Context: an optimization exercise on an open-source flow, tuned for a short achievable clock period and few clock cycles. The choices shown serve that exercise and are no tape-out recipe. Only simulation tests tie the RTL to the original design; equivalence was not proved. The flow treats the clock pin as an ideal source, which a real chip does not have.

== red ==
==> flow/design.v (excerpt) <==
module MY32CPU_top(
	input CLK,
	input RST,
	output [4:0] imem_addr,
	input [31:0] imem_data,
	output reg_we,
	output [4:0] reg_waddr,
	output [31:0] reg_wdata,
	output mem_we,
	output [4:0] mem_addr,
	output [31:0] mem_wdata,
	output [9:0] LEDR
);
export LEC_CHECK = 0
export ABC_CLOCK_PERIOD_IN_PS = 3000
export CAP_MARGIN = 20
export CORE_MARGIN = 2
export CORE_UTILIZATION = 40
export PLACE_DENSITY = 0.6
export SLEW_MARGIN = 20
create_clock -name core_clock -period 11.0 [get_ports {CLK}]
standard.sh (not shown) runs the stock make flow with config.mk's settings and CLKGATE_MAP_FILE= SYNTH_SCRIPT=/design/flow/synth_recipe.tcl, a recipe that flattens the netlist after the stock synthesis.
==> flow/flow/run.sh <==
#!/bin/bash
# Standard ORFS layout (the standard.sh), with timing repair aiming at a setup slack
# margin well above the default so that the layout is optimised for a short achieved period,
# and more global-routing congestion iterations. The SDC is the standard flow's.
set -euo pipefail
MARGIN=${MARGIN:-7.5}
bash standard.sh SETUP_SLACK_MARGIN=$MARGIN \
  "GLOBAL_ROUTE_ARGS=-congestion_iterations 100 -congestion_report_iter_step 5 -verbose" \
  finish > make_finish.log 2>&1
red did not run to completion, as it errored out during global routing.
Testbench counts of red, summed over its fixed seeds: cycles 16,519.
The inputs of blue differ from those of red as listed below.
- a change of PLACE_DENSITY from 0.6 to 0.55
- a change of CORE_UTILIZATION from 40 to 33
==> flow/flow/run.sh <==
#!/bin/bash
# Standard ORFS layout, with timing repair aiming at a setup slack margin well above the
# default so that the layout is optimised for a short achieved period. The SDC is the standard flow's.
set -euo pipefail
MARGIN=${MARGIN:-7.5}
bash standard.sh SETUP_SLACK_MARGIN=$MARGIN finish > make_finish.log 2>&1
==> comparison <==
Diff red -> blue: number of clock sinks seen by CTS saw little to no change; cell count after placement has increased. Summary of blue over red: count of buffers inserted at the top-level ports comparable, effective utilization at floorplan now smaller. Cmp red and blue / overall die height / higher: blue. Re synthesized cell count: no difference whatsoever between blue and red. Relative to red, the routability congestion estimate measured on blue has decreased by a few percent. blue against red: number of H-tree levels essentially unchanged; estimated wirelength of the detail-placed design picked up an extra 9.2 mm. Count of cells resized by post-cts repair up 59 in blue wrt red. blue ended with more buffers inserted during post-CTS setup optimization than red. Not one of red and blue finished clean. What ended blue was a tool error in detailed routing; the run never finished. red did not run to completion, as it errored out during global routing.

========
Starting RTL as in the previous note.
==> flow/config.mk <==
export PLATFORM = sky130hd
export DESIGN_NAME = MY32CPU_top
export DESIGN_NICKNAME = MY32CPU_top
export VERILOG_FILES = /design/flow/design.v
export SDC_FILE = /design/flow/constraint.sdc
export NUM_CORES = 4
export LEC_CHECK = 0
export ABC_CLOCK_PERIOD_IN_PS = 3000
export CAP_MARGIN = 20
export CORE_MARGIN = 2
export CORE_UTILIZATION = 40
export PLACE_DENSITY = 0.6
export SLEW_MARGIN = 20
==> flow/constraint.sdc <==
create_clock -name core_clock -period 11.0 [get_ports {CLK}]
set_input_delay 2.2000 -clock core_clock [delete_from_list [all_inputs] [get_ports {CLK}]]
set_output_delay 2.2000 -clock core_clock [all_outputs]
set_load 0.01 [all_outputs]
==> flow/flow/run.sh <==
#!/bin/bash
# Standard ORFS layout, with timing repair aiming at a setup slack margin well above the
# default so that the layout is optimised for a short achieved period. The SDC is the standard flow's.
set -euo pipefail
MARGIN=${MARGIN:-7.5}
bash standard.sh SETUP_SLACK_MARGIN=$MARGIN finish > make_finish.log 2>&1
The starting point died in global routing (5_1_grt).
Testbench counts at the start, summed over its fixed seeds: cycles 16,519.
Then changed:
--- a/flow/flow/run.sh
+++ b/flow/flow/run.sh
@@ -4,3 +4,3 @@
 set -euo pipefail
-MARGIN=${MARGIN:-7.5}
+MARGIN=${MARGIN:-7.4}
 bash standard.sh SETUP_SLACK_MARGIN=$MARGIN finish > make_finish.log 2>&1
The changed run aborted during global routing (5_1_grt).
Area after synthesis is unchanged.
Synthesized cell count does not change.
Then changed:
==> flow/flow/run.sh (replaced) <==
#!/bin/bash
# Standard ORFS layout (the standard.sh), with timing repair aiming at a setup slack
# margin well above the default so that the layout is optimised for a short achieved period,
# and extra repair passes after CTS (flow/post_cts.tcl). The SDC is the standard flow's.
set -euo pipefail
MARGIN=${MARGIN:-7.35}
bash standard.sh SETUP_SLACK_MARGIN=$MARGIN POST_CTS_TCL=$PWD/flow/post_cts.tcl finish > make_finish.log 2>&1
==> flow/flow/post_cts.tcl (new file) <==
# Extra setup repair passes after CTS, with rising margins: a single pass tends to stop at
# the first endpoint it cannot improve. The SDC is the standard flow's; only the repair targets change.
foreach m {7.2 7.3 7.4 7.45} {
  repair_timing -setup -setup_margin $m -repair_tns 100 -skip_last_gasp -match_cell_footprint
}
detailed_placement
check_placement -verbose
--- a/flow/config.mk
+++ b/flow/config.mk
@@ -7,3 +7,3 @@
 export LEC_CHECK = 0
-export ABC_CLOCK_PERIOD_IN_PS = 3000
+export ABC_CLOCK_PERIOD_IN_PS = 1500
 export CAP_MARGIN = 20
The new run aborted during global routing (5_1_grt). Synthesized cell count is unchanged. Area after synthesis is unchanged.
